What follows belongs to an exercise in optimizing a design on an open flow for small area and a short achievable clock period; a production flow would make more cautious choices.
In this exercise RTL edits were held to simulation tests only and were not proved equivalent to the original.
No activity file was given, so power comes from the tool's default toggle rates.

## cpu
module cpu (clk,clrn,inst,pc,alu_out,reg1,reg2);
    input  [31:0] inst;
    input         clk, clrn;
    output [31:0] pc;
    output [31:0] alu_out;
    output [31:0] reg1, reg2;
    wire [5:0] op = inst[31:26];
    wire [4:0] rc = inst[25:21];
    wire [4:0] ra = inst[20:16];
    wire [4:0] rb = inst[15:11];
    wire [3:0] f  = op[3:0];
    reg  [31:0] pc_q;
    reg  [31:0] r1, r2, r3, r4, r5;
    reg         zf_q, sf_q, cf_q;
    assign pc   = pc_q;
    assign reg1 = r5;
    assign reg2 = r4;
    wire [31:0] a = ({32{ra == 5'd1}} & r1) | ({32{ra == 5'd2}} & r2) |
                    ({32{ra == 5'd3}} & r3) | ({32{ra == 5'd4}} & r4) |
                    ({32{ra == 5'd5}} & r5);
    wire        imm_sel = ~op[5] & op[4];
    wire [31:0] b = ({32{~imm_sel & (rb == 5'd1)}} & r1) | ({32{~imm_sel & (rb == 5'd2)}} & r2) |
                    ({32{~imm_sel & (rb == 5'd3)}} & r3) | ({32{~imm_sel & (rb == 5'd4)}} & r4) |
                    ({32{~imm_sel & (rb == 5'd5)}} & r5) |
                    ({32{imm_sel}} & {{16{inst[15]}}, inst[15:0]});
    wire alu_grp = ~op[5];
    wire d_sub = alu_grp & ((f == 4'd1) | (f == 4'd9));
    wire d_mul = alu_grp & (f == 4'd2);
    wire d_and = alu_grp & (f == 4'd3);
    wire d_or  = alu_grp & (f == 4'd4);
    wire d_xor = alu_grp & (f == 4'd5);
    wire d_sll = alu_grp & (f == 4'd6);
    wire d_srl = alu_grp & (f == 4'd7);
    wire d_sra = alu_grp & (f == 4'd8);
    wire d_sum = ~(d_and | d_or | d_xor | d_sll | d_srl | d_sra);
    wire [15:0] ma = a[15:0];
    wire [15:0] mb = b[15:0];
    wire one0 = mb[0];
    wire two0 = mb[1] & ~mb[0];
    wire neg0 = mb[1];
    wire pp0_0 = (one0 & ma[0]) ^ neg0;
    wire pp0_1 = ((one0 & ma[1]) | (two0 & ma[0])) ^ neg0;
    wire pp0_2 = ((one0 & ma[2]) | (two0 & ma[1])) ^ neg0;
    wire pp0_3 = ((one0 & ma[3]) | (two0 & ma[2])) ^ neg0;
  ...
export LEC_CHECK = 0
export ABC_AREA = 1
export CAP_MARGIN = 20
export CORE_MARGIN = 2
export CORE_UTILIZATION = 40
export SETUP_SLACK_MARGIN = 5
export SLEW_MARGIN = 20
export TNS_END_PERCENT = 10
create_clock -name core_clock -period 20.0 [get_ports {clk}]
standard.sh (not shown) runs the stock make flow with config.mk's settings and CLKGATE_MAP_FILE= SYNTH_SCRIPT=/design/flow/synth_recipe.tcl, a recipe that flattens the netlist after the stock synthesis.
==> flow/flow/run.sh <==
#!/bin/bash
# The standard layout, with the port buffers made from sky130_fd_sc_hd__buf_1
# cells instead of the cell buffer_ports picks by default.
set -euo pipefail
bash standard.sh synth > synth.log 2>&1
bash standard.sh "BUFFER_PORTS_ARGS=-buffer_cell sky130_fd_sc_hd__buf_1" finish > layout.log 2>&1
Change:
--- a/flow/design.v
+++ b/flow/design.v
@@ -619,36 +619,35 @@
     wire G379 = G347 | (P348 & G337);
     wire G381 = G349 | (P350 & G337);
     wire G383 = G351 | (P352 & G337);
     wire G385 = G353 | (P354 & G337);
     wire [31:0] g = {g0_31, g0_30, g0_29, g0_28, g0_27, g0_26, g0_25, g0_24, g0_23, g0_22, g0_21, g0_20, g0_19, g0_18, g0_17, g0_16, g0_15, g0_14, g0_13, g0_12, g0_11, g0_10, g0_9, g0_8, g0_7, g0_6, g0_5, g0_4, g0_3, g0_2, g0_1, g0_0};
     wire [31:0] p = {p0_31, p0_30, p0_29, p0_28, p0_27, p0_26, p0_25, p0_24, p0_23, p0_22, p0_21, p0_20, p0_19, p0_18, p0_17, p0_16, p0_15, p0_14, p0_13, p0_12, p0_11, p0_10, p0_9, p0_8, p0_7, p0_6, p0_5, p0_4, p0_3, p0_2, p0_1, p0_0};
     wire [31:0] c = {G383, G381, G379, G377, G375, G373, G371, G369, G367, G365, G363, G361, G359, G357, G355, G337, G335, G333, G331, G329, G327, G325, G323, G297, G295, G293, G291, G261, G259, G227, gg0, cin};
     wire        cout = G385;
-    wire [31:0] sum = p ^ c;
     wire        right = d_srl | d_sra;
     wire        fill  = d_sra & a[31];
     reg  [31:0] a_rev;
     integer i;
     always @* for (i = 0; i < 32; i = i + 1) a_rev[i] = a[31-i];
     wire [32:0] sw = {right ? a : a_rev, 1'b0};
     wire [4:0]  n  = b[4:0];
     wire [32:0] s0 = n[0] ? {{1{fill}},  sw[32:1]}  : sw;
     wire [32:0] s1 = n[1] ? {{2{fill}},  s0[32:2]}  : s0;
     wire [32:0] s2 = n[2] ? {{4{fill}},  s1[32:4]}  : s1;
     wire [32:0] s3 = n[3] ? {{8{fill}},  s2[32:8]}  : s2;
     wire [32:0] s4 = n[4] ? {{16{fill}}, s3[32:16]} : s3;
     reg  [31:0] shl;
     always @* for (i = 0; i < 32; i = i + 1) shl[i] = s4[32-i];
-    wire [31:0] r = ({32{d_sum}} & sum) |
-                    ({32{d_and | d_or}} & g) |
-                    ({32{d_or | d_xor}} & p) |
-                    ({32{d_sll}} & shl) |
-                    ({32{right}} & s4[32:1]);
+    wire [31:0] pr = ({32{d_sum | d_or | d_xor}} & p) |
+                     ({32{d_and | d_or}} & g) |
+                     ({32{d_sll}} & shl) |
+                     ({32{right}} & s4[32:1]);
+    wire [31:0] r = pr ^ ({32{d_sum}} & c);
     wire cf = (d_sum & ~d_mul & cout) | ((d_sll | right) & s4[0]);
     assign alu_out = r;
     wire wreg = alu_grp & (f <= 4'd8);
     always @(posedge clk or negedge clrn)
         if (!clrn) begin
             r1 <= 0; r2 <= 0; r3 <= 0; r4 <= 0; r5 <= 0;
         end else if (wreg) begin
             if (rc == 5'd1) r1 <= r;
Outcome: Area after synthesis decreases by 1.7%. Critical path depth decreases by 1. Hold slack got worse by 13 ps. Count of clock-buffer cells in the layout decreases by 3. Global-route usage increases by 0.59 points. Combinational power increases by about 10%. Fmax stays flat. First-iteration DRC count increases by 3.9%.

==> separate check: timing with driven ports <==
The results above use ideal ports. As a check the final layouts listed here were re-extracted and re-timed, cells and wires unchanged. Step 1: set_driving_cell puts a clkbuf_16 on clk and a buf_2 on each other input, an assumption about the parent block. Step 2, shift: input delay + t, output delay - t, t = (earliest + latest rising clock arrival at the registers) / 2. This alone moves slack from input paths to output paths. Slacks: ideal ports / drivers / drivers and shift; pairs: ideal ports / drivers.
run | t, ns | setup slack, ns | hold slack, ns | worst setup path after step 2 | latest minus earliest clock arrival (ns)
the first run | 0.516 | 5.141 / 5.117 / 5.117 | 0.546 / 0.546 / 0.546 | input to output | 0.020 / 0.020
the second run | 0.526 | 5.145 / 5.110 / 5.110 | 0.533 / 0.533 / 0.533 | input to output | 0.017 / 0.017
After both steps every run listed still meets setup and hold. For the second run, which loses most, drivers alone change the setup slack by -0.035 ns; drivers and shift together by -0.035 ns.
